What follows belongs to an exercise in optimizing a design on an open flow for small area and a short achievable clock period; a production flow would make more cautious choices. In this exercise RTL edits were held to simulation tests only and were not proved equivalent to the original. Power and IR drop assume default switching activity.

==> v34: inputs <==
==> flow/design.v <==
`timescale 1ns / 1ps
module umt_top #(
    parameter MAX_UMTS = 5,
    parameter MAX_LMTS = 5,
    parameter MAX_WIDTH = 64,
    parameter MAX_DEPTH = 512,
    parameter PMT_WIDTH = 32,
    parameter PMT_DEPTH = 32,
    parameter MAX_PMTS_PER_LMT = 8
) (
    input  wire                      clk,
    input  wire                      rst_n,
    input  wire                      umt_cfg_valid,
    input  wire                      umt_cfg_wr_en,
    input  wire [2:0]                umt_cfg_id,
    input  wire [15:0]               umt_cfg_width,
    input  wire [15:0]               umt_cfg_depth,
    input  wire                      umt_cfg_type,
    input  wire                      umt_map_trigger,
    input  wire                      entry_valid,
    input  wire [2:0]                entry_umt_id,
    input  wire [8:0]                entry_addr,
    input  wire [MAX_WIDTH-1:0]      entry_data,
    input  wire [MAX_WIDTH-1:0]      entry_mask,
    output wire                      map_done,
    output wire                      map_error,
    output wire [MAX_LMTS-1:0]       lmt_used,
    output wire [MAX_LMTS*8-1:0]     lmt_uid,
    output wire [MAX_LMTS*8-1:0]     lmt_internal_id,
    output wire [MAX_LMTS*2-1:0]     lmt_status_flag,
    output wire [MAX_LMTS*2-1:0]     lmt_width_gear,
    output wire [MAX_LMTS*3-1:0]     lmt_depth_gear,
    output wire                      lmt_entry_valid,
    output wire [2:0]                lmt_entry_id,
    output wire [8:0]                lmt_entry_addr,
    output wire [MAX_WIDTH-1:0]      lmt_entry_data,
    output wire [MAX_WIDTH-1:0]      lmt_entry_mask,
    output wire [7:0]                total_lmts_used,
    output wire [15:0]               total_pmts_needed
);
    integer n;
    reg  [4:0]  cv;      
    reg  [4:0]  cw;      
    reg  [19:0] cd;      
    wire cfg_ok = umt_cfg_valid & umt_cfg_wr_en & (umt_cfg_id < 3'd5) &
                  (umt_cfg_width != 16'd0) & (umt_cfg_width <= 16'd64) &
                  (umt_cfg_depth != 16'd0) & (umt_cfg_depth <= 16'd512);
    wire [8:0] cfg_dm1 = umt_cfg_depth[8:0] - 9'd1;
    wire       cfg_wbig = umt_cfg_width[6] | (umt_cfg_width[5] & (|umt_cfg_width[4:0]));
    always @(posedge clk or negedge rst_n) begin
        if (!rst_n)
            cv <= 5'd0;
        else if (cfg_ok)
            cv[umt_cfg_id] <= 1'b1;
    end
    always @(posedge clk) begin
        if (cfg_ok) begin
            cw[umt_cfg_id] <= cfg_wbig;
            cd[umt_cfg_id*4 +: 4] <= cfg_dm1[8:5];
        end
    end
    localparam S_FIN_A = 4'h5;
    localparam S_CHECK = 4'h6;
    localparam S_IDLE  = 4'h7;
    localparam S_FIN_M = 4'hD;
    localparam S_DONE  = 4'hE;
    reg  [3:0] s;
    reg        md, me;
    reg  [4:0] r;         
    reg  [7:0] p;         
    reg  [4:0] tl;
    reg  [7:0] tp;
    wire [2:0] k  = s[2:0];
    wire       step = (k < 3'd5);
    wire       sv = cv[k];
    wire       sw = cw[k];
    wire [3:0] sd = cd[k*4 +: 4];
    wire [4:0] db = {1'b0, sd} + 5'd1;
    wire [5:0] pm = sw ? {db, 1'b0} : {1'b0, db};
    wire [1:0] nlm1 = sw ? sd[3:2] : {1'b0, sd[3]};
    wire [2:0] nl = {1'b0, nlm1} + 3'd1;
    wire       multi = (nlm1 != 2'd0);
    wire [1:0] dgs = sd[2] ? 2'd3 : sd[1] ? 2'd2 : {1'b0, sd[0]};
    wire       alloc = s[3] & step & sv;
    always @(posedge clk or negedge rst_n) begin
        if (!rst_n) begin
            s  <= S_IDLE;
            md <= 1'b0;
            me <= 1'b0;
            tl <= 5'd0;
            tp <= 8'd0;
        end else begin
            case (s)
                S_IDLE: begin
                    md <= 1'b0;
                    me <= 1'b0;
                    if (umt_map_trigger) s <= 4'h0;
                end
                S_FIN_A: begin
                    tl <= r;
                    tp <= p;
                    s  <= S_CHECK;
                end
                S_CHECK: begin
                    if (tl > 5'd5) begin
                        me <= 1'b1;
                        s  <= S_DONE;
                    end else begin
                        s  <= 4'h8;
                    end
                end
                S_FIN_M: s <= S_DONE;
                S_DONE: begin
                    md <= 1'b1;
                    if (!umt_map_trigger) s <= S_IDLE;
                end
                4'hF: s <= S_IDLE;
                default: s <= s + 4'd1;
            endcase
        end
    end
    always @(posedge clk) begin
        if (s == S_IDLE) begin
            if (umt_map_trigger) begin
                r <= 5'd0;
                p <= 8'd0;
            end
        end else if (s == S_FIN_A) begin
            r <= 5'd0;
        end else if (step && sv) begin
            r <= r + {2'b0, nl};
            if (!s[3]) p <= p + {2'b0, pm};
        end
    end
    reg [4:0]  lu;        
    reg [14:0] lid;       
    reg [4:0]  lw;        
    reg [4:0]  lm;        
    reg [14:0] lf;        
    reg [2:0]  j [0:4];
    reg [4:0]  we;
    reg [4:0]  last;
    always @(*) begin
        for (n = 0; n < 5; n = n + 1) begin
            j[n]    = n[2:0] - r[2:0];
            we[n]   = alloc & (r[3:0] <= n) & (j[n] < nl);
            last[n] = (j[n] == {1'b0, nlm1});
        end
    end
    always @(posedge clk or negedge rst_n) begin
        if (!rst_n) begin
            lu  <= 5'd0;
            lid <= 15'd0;
            lw  <= 5'd0;
            lm  <= 5'd0;
            lf  <= 15'd0;
        end else begin
            for (n = 0; n < 5; n = n + 1) begin
                if (we[n]) begin
                    lu[n] <= 1'b1;
                    lid[n*3 +: 3] <= k;
                    lw[n] <= sw;
                    lm[n] <= multi;
                    lf[n*3 +: 3] <= multi ? {last[n], j[n][1:0]} : {1'b1, dgs};
                end
            end
        end
    end
    reg [1:0] ldg [0:4];
    reg [39:0] o_uid, o_iid;
    reg [9:0]  o_sf, o_wg;
    reg [14:0] o_dg;
    always @(*) begin
        for (n = 0; n < 5; n = n + 1) begin
            ldg[n] = lm[n] ? {1'b1, ~lw[n]} : lf[n*3 +: 2];
            o_uid[n*8 +: 8] = {5'd0, lid[n*3 +: 3]};
            o_iid[n*8 +: 8] = {6'd0, lm[n] ? lf[n*3 +: 2] : 2'd0};
            o_sf[n*2 +: 2]  = lm[n] ? {(|lf[n*3 +: 2]), (~|lf[n*3 +: 2]) ^ lf[n*3+2]} : 2'd0;
            o_wg[n*2 +: 2]  = {1'b0, lw[n]};
            o_dg[n*3 +: 3]  = {1'b0, ldg[n]};
        end
    end
    assign map_done          = md;
    assign map_error         = me;
    assign lmt_used          = lu;
    assign lmt_uid           = o_uid;
    assign lmt_internal_id   = o_iid;
    assign lmt_status_flag   = o_sf;
    assign lmt_width_gear    = o_wg;
    assign lmt_depth_gear    = o_dg;
    assign total_lmts_used   = {3'd0, tl};
    assign total_pmts_needed = {8'd0, tp};
    reg        e_v;
    reg [2:0]  e_id;
    reg [8:0]  e_addr;
    reg [63:0] e_data, e_mask;
    reg [3:0] cum;
    reg [4:0] d;
    reg [4:0] hit;
    reg       found;
    reg [2:0] t_id;
    reg [3:0] t_off;
    always @(*) begin
        cum = 4'd0;
        found = 1'b0;
        t_id = 3'd0;
        t_off = 4'd0;
        for (n = 0; n < 5; n = n + 1) begin
            d = {1'b0, entry_addr[8:5]} - {1'b0, cum};
            hit[n] = lu[n] & (lid[n*3 +: 3] == entry_umt_id) & ~d[4] &
                     ({1'b0, d[3:0]} < (5'd1 << ldg[n]));
            if (hit[n] && !found) begin
                found = 1'b1;
                t_id = n[2:0];
                t_off = d[3:0];
            end
            if (lu[n] & (lid[n*3 +: 3] == entry_umt_id))
                cum = cum + (4'd1 << ldg[n]);
        end
    end
    always @(posedge clk or negedge rst_n) begin
        if (!rst_n) begin
            e_v    <= 1'b0;
            e_id   <= 3'd0;
            e_addr <= 9'd0;
            e_data <= 64'd0;
            e_mask <= 64'd0;
        end else begin
            e_v <= entry_valid & found;
            if (entry_valid & found) begin
                e_id   <= t_id;
                e_addr <= {t_off, entry_addr[4:0]};
                e_data <= entry_data;
                e_mask <= entry_mask;
            end
        end
    end
    assign lmt_entry_valid = e_v;
    assign lmt_entry_id    = e_id;
    assign lmt_entry_addr  = e_addr;
    assign lmt_entry_data  = e_data;
    assign lmt_entry_mask  = e_mask;
endmodule
==> flow/flow/run.sh <==
#!/bin/bash
# Standard ORFS layout, with the port buffers made of the smallest buffer cell.
set -euo pipefail
export BUFFER_PORTS_ARGS="-buffer_cell sky130_fd_sc_hd__buf_1"
bash standard.sh > standard.log 2>&1
==> flow/standard.sh <==
#!/bin/bash
# synth_recipe.tcl (not shown) runs the flow's synth.tcl, then flattens the netlist and writes it again
# the make line also repeats each setting of config.mk as NAME=value (left out here)
make -C /OpenROAD-flow-scripts/flow DESIGN_CONFIG=/design/flow/config.mk WORK_HOME=/design/flow/orfs CLKGATE_MAP_FILE= SYNTH_SCRIPT=/design/flow/synth_recipe.tcl "${@:-finish}"
==> flow/config.mk <==
export PLATFORM = sky130hd
export DESIGN_NAME = umt_top
export DESIGN_NICKNAME = umt_top
export VERILOG_FILES = /design/flow/design.v
export SDC_FILE = /design/flow/constraint.sdc
export NUM_CORES = 4
export LEC_CHECK = 0
export CAP_MARGIN = 20
export CORE_MARGIN = 2
export CORE_UTILIZATION = 60
export CTS_BUF_LIST = sky130_fd_sc_hd__clkbuf_4 sky130_fd_sc_hd__clkbuf_8
export SLEW_MARGIN = 20
==> flow/constraint.sdc <==
create_clock -name core_clock -period 120.0 [get_ports {clk}]
set_input_delay 24.0000 -clock core_clock [delete_from_list [all_inputs] [get_ports {clk}]]
set_output_delay 24.0000 -clock core_clock [all_outputs]
set_load 0.01 [all_outputs]
==> v15: changes against v34 <==
--- a/flow/design.v
+++ b/flow/design.v
@@ -46,5 +46,5 @@
                   (umt_cfg_width != 16'd0) & (umt_cfg_width <= 16'd64) &
                   (umt_cfg_depth != 16'd0) & (umt_cfg_depth <= 16'd512);
-    wire [8:0] cfg_dm1 = umt_cfg_depth[8:0] - 9'd1;
+    wire [3:0] cfg_dbm1 = umt_cfg_depth[8:5] - {3'd0, ~|umt_cfg_depth[4:0]};
     wire       cfg_wbig = umt_cfg_width[6] | (umt_cfg_width[5] & (|umt_cfg_width[4:0]));
     always @(posedge clk or negedge rst_n) begin
@@ -57,5 +57,5 @@
         if (cfg_ok) begin
             cw[umt_cfg_id] <= cfg_wbig;
-            cd[umt_cfg_id*4 +: 4] <= cfg_dm1[8:5];
+            cd[umt_cfg_id*4 +: 4] <= cfg_dbm1;
         end
     end
@@ -66,5 +66,5 @@
     localparam S_DONE  = 4'hE;
     reg  [3:0] s;
-    reg        md, me;
+    reg        md;
     reg  [4:0] r;         
     reg  [7:0] p;         
@@ -76,8 +76,6 @@
     wire       sw = cw[k];
     wire [3:0] sd = cd[k*4 +: 4];
-    wire [4:0] db = {1'b0, sd} + 5'd1;
-    wire [5:0] pm = sw ? {db, 1'b0} : {1'b0, db};
-    wire [1:0] nlm1 = sw ? sd[3:2] : {1'b0, sd[3]};
-    wire [2:0] nl = {1'b0, nlm1} + 3'd1;
+    wire [5:0] pmx = sw ? {1'b0, sd, 1'b1} : {2'b0, sd};    
+    wire [1:0] nlm1 = sw ? sd[3:2] : {1'b0, sd[3]};          
     wire       multi = (nlm1 != 2'd0);
     wire [1:0] dgs = sd[2] ? 2'd3 : sd[1] ? 2'd2 : {1'b0, sd[0]};
@@ -87,5 +85,4 @@
             s  <= S_IDLE;
             md <= 1'b0;
-            me <= 1'b0;
             tl <= 5'd0;
             tp <= 8'd0;
@@ -94,5 +91,4 @@
                 S_IDLE: begin
                     md <= 1'b0;
-                    me <= 1'b0;
                     if (umt_map_trigger) s <= 4'h0;
                 end
@@ -103,10 +99,8 @@
                 end
                 S_CHECK: begin
-                    if (tl > 5'd5) begin
-                        me <= 1'b1;
-                        s  <= S_DONE;
-                    end else begin
-                        s  <= 4'h8;
-                    end
+                    if (tl > 5'd5)
+                        s <= S_DONE;
+                    else
+                        s <= 4'h8;
                 end
                 S_FIN_M: s <= S_DONE;
@@ -129,26 +123,35 @@
             r <= 5'd0;
         end else if (step && sv) begin
-            r <= r + {2'b0, nl};
-            if (!s[3]) p <= p + {2'b0, pm};
-        end
-    end
-    reg [4:0]  lu;        
+            r <= r + {3'b0, nlm1} + 5'd1;
+            if (!s[3]) p <= p + {2'b0, pmx} + 8'd1;
+        end
+    end
     reg [14:0] lid;       
     reg [4:0]  lw;        
     reg [4:0]  lm;        
     reg [14:0] lf;        
-    reg [2:0]  j [0:4];
+    reg [4:0]  rh;
+    reg [1:0]  j [0:4];
     reg [4:0]  we;
     reg [4:0]  last;
-    always @(*) begin
-        for (n = 0; n < 5; n = n + 1) begin
-            j[n]    = n[2:0] - r[2:0];
-            we[n]   = alloc & (r[3:0] <= n) & (j[n] < nl);
-            last[n] = (j[n] == {1'b0, nlm1});
+    integer i;
+    always @(*) begin
+        for (i = 0; i < 5; i = i + 1)
+            rh[i] = (r[3:0] == i);
+        for (n = 0; n < 5; n = n + 1) begin
+            we[n] = 1'b0;
+            last[n] = 1'b0;
+            j[n] = 2'd0;
+            for (i = 0; i < 4; i = i + 1) begin
+                if (n - i >= 0 && rh[n-i] && nlm1 >= i) begin
+                    we[n] = alloc;
+                    j[n] = i;
+                    last[n] = (nlm1 == i);
+                end
+            end
         end
     end
     always @(posedge clk or negedge rst_n) begin
         if (!rst_n) begin
-            lu  <= 5'd0;
             lid <= 15'd0;
             lw  <= 5'd0;
@@ -158,13 +161,13 @@
             for (n = 0; n < 5; n = n + 1) begin
                 if (we[n]) begin
-                    lu[n] <= 1'b1;
                     lid[n*3 +: 3] <= k;
                     lw[n] <= sw;
                     lm[n] <= multi;
-                    lf[n*3 +: 3] <= multi ? {last[n], j[n][1:0]} : {1'b1, dgs};
-                end
-            end
-        end
-    end
+                    lf[n*3 +: 3] <= multi ? {last[n], j[n]} : {1'b1, dgs};
+                end
+            end
+        end
+    end
+    reg [4:0] lu;         
     reg [1:0] ldg [0:4];
     reg [39:0] o_uid, o_iid;
@@ -173,4 +176,5 @@
     always @(*) begin
         for (n = 0; n < 5; n = n + 1) begin
+            lu[n]  = lm[n] | lf[n*3+2];
             ldg[n] = lm[n] ? {1'b1, ~lw[n]} : lf[n*3 +: 2];
             o_uid[n*8 +: 8] = {5'd0, lid[n*3 +: 3]};
@@ -182,5 +186,5 @@
     end
     assign map_done          = md;
-    assign map_error         = me;
+    assign map_error         = (tl > 5'd5) & (md | (s == S_DONE));
     assign lmt_used          = lu;
     assign lmt_uid           = o_uid;
@@ -195,26 +199,56 @@
     reg [8:0]  e_addr;
     reg [63:0] e_data, e_mask;
-    reg [3:0] cum;
-    reg [4:0] d;
+    reg [3:0] st [0:4];
+    reg [4:0] en [0:4];
+    reg [3:0] z;
+    reg       c, t;
+    integer   b;
+    always @(*) begin
+        for (n = 0; n < 5; n = n + 1) begin
+            st[n] = 4'd0;
+            for (i = 0; i < n; i = i + 1)
+                if (lu[i] && lid[i*3 +: 3] == lid[n*3 +: 3])
+                    st[n] = en[i][3:0];
+            z = 4'd1 << ldg[n];
+            c = 1'b0;
+            for (b = 0; b < 4; b = b + 1) begin
+                t = z[b] | c;
+                en[n][b] = st[n][b] ^ t;
+                c = st[n][b] & t;
+            end
+            en[n][4] = c;
+        end
+    end
     reg [4:0] hit;
+    reg       lt, eq;
     reg       found;
+    reg       taken;
     reg [2:0] t_id;
+    reg [3:0] t_st;
     reg [3:0] t_off;
-    always @(*) begin
-        cum = 4'd0;
-        found = 1'b0;
+    reg       bw;
+    always @(*) begin
+        taken = 1'b0;
         t_id = 3'd0;
-        t_off = 4'd0;
-        for (n = 0; n < 5; n = n + 1) begin
-            d = {1'b0, entry_addr[8:5]} - {1'b0, cum};
-            hit[n] = lu[n] & (lid[n*3 +: 3] == entry_umt_id) & ~d[4] &
-                     ({1'b0, d[3:0]} < (5'd1 << ldg[n]));
-            if (hit[n] && !found) begin
-                found = 1'b1;
+        t_st = 4'd0;
+        for (n = 0; n < 5; n = n + 1) begin
+            lt = en[n][4];
+            eq = ~en[n][4];
+            for (b = 3; b >= 0; b = b - 1) begin
+                lt = lt | (eq & ~entry_addr[5+b] & en[n][b]);
+                eq = eq & ~(entry_addr[5+b] ^ en[n][b]);
+            end
+            hit[n] = lu[n] & (lid[n*3 +: 3] == entry_umt_id) & lt;
+            if (hit[n] && !taken) begin
+                taken = 1'b1;
                 t_id = n[2:0];
-                t_off = d[3:0];
-            end
-            if (lu[n] & (lid[n*3 +: 3] == entry_umt_id))
-                cum = cum + (4'd1 << ldg[n]);
+                t_st = st[n];
+            end
+        end
+        found = |hit;
+        bw = 1'b0;
+        for (b = 0; b < 4; b = b + 1) begin
+            t_off[b] = entry_addr[5+b] ^ t_st[b] ^ bw;
+            bw = (~entry_addr[5+b] & (t_st[b] | bw)) | (t_st[b] & bw);
         end
     end
==> flow/flow/run.sh (replaced) <==
#!/bin/bash
# Standard ORFS layout with: the port buffers made of the smallest buffer
# cell, and a clock tree of larger sink clusters without dummy loads.
set -euo pipefail
export BUFFER_PORTS_ARGS="-buffer_cell sky130_fd_sc_hd__buf_1"
export CTS_ARGS="-sink_clustering_enable -repair_clock_nets -dont_use_dummy_load -buf_list sky130_fd_sc_hd__clkbuf_8 -sink_clustering_size 16 -sink_clustering_max_diameter 60"
bash standard.sh > standard.log 2>&1
Settings changed: CTS_BUF_LIST sky130_fd_sc_hd__clkbuf_4 sky130_fd_sc_hd__clkbuf_8 to default.
==> v14: changes against v34 <==
==> flow/run.sh (new file) <==
#!/bin/bash
# synth_recipe.tcl (not shown) runs the flow's synth.tcl, then flattens the netlist and writes it again
# the make line also repeats each setting of config.mk as NAME=value (left out here)
make -C /OpenROAD-flow-scripts/flow DESIGN_CONFIG=/design/flow/config.mk WORK_HOME=/design/flow/orfs CLKGATE_MAP_FILE= SYNTH_SCRIPT=/design/flow/synth_recipe.tcl finish
Settings changed: CORE_UTILIZATION 60 to 40, CTS_BUF_LIST sky130_fd_sc_hd__clkbuf_4 sky130_fd_sc_hd__clkbuf_8 to default.
removed: flow/flow/run.sh
removed: flow/standard.sh
==> qor summary <==
Fraction of the mapped netlist area in simple logic gates: v34 0.0980; v14 0.0980; v15 0.102
Worst setup slack before clock tree synthesis: v34 88.08 ns; v14 87.42 ns; v15 91.95 ns
Launch point of the worst path: v34 entry_umt_id[1]; v14 entry_umt_id[2]; v15 entry_addr[8]
Die Ht: v34 157 microns; v14 191 microns; v15 152 microns
Standby leakage power: v34 7.80 nW; v14 8.72 nW; v15 6.67 nW
Result of the run: v34 no timing/DRC/antenna violations; v14 no timing/DRC/antenna violations; v15 no timing/DRC/antenna violations
Detailed router's first-iteration violation count: v34 568; v14 517; v15 655
Number of global-route vias before repair: v34 10,100; v14 10,200; v15 9,361
Worst slew pin tran: v34 1.01 ns; v14 1.05 ns; v15 1.06 ns
Final period utilization: v34 0.262; v14 0.267; v15 0.229
Number of CTS-inserted buffers: v34 43; v14 28; v15 20
Routed metal-1 wire length: v34 14.6 mm; v14 16.2 mm; v15 13.8 mm
Pre-antenna DRT Iters: v34 7; v14 5; v15 5
TritonCTS sink count: v34 248; v14 248; v15 242

-- static timing again, ports no longer ideal --
No port has a modelled driver above. Below, the same layouts with a new extraction and two added sets of constraints.
Step 1 assumes that a clkbuf_16 drives the clock port and a buf_2 every other input.
Step 2 moves the port delays by t, midway between the first and last clock arrival at a register: inputs arrive t later, outputs are due t later. That takes back most of the time a late clock gives input paths.
Three values: ideal, step 1, step 2; two values: the first two.
| run | shift t [ns] | setup WS [ns] | worst setup path after step 2 |
|---|---|---|---|
| v34 | 0.579 | 88.556 / 88.566 / 87.987 | input to register |
| v15 | 0.548 | 92.524 / 92.513 / 91.964 | input to register |
| v14 | 0.583 | 87.970 / 87.995 / 87.412 | input to register |
After both steps every run listed still meets setup and hold. For v34, which loses most, drivers alone change the setup slack by +0.010 ns; drivers and shift together by -0.569 ns.
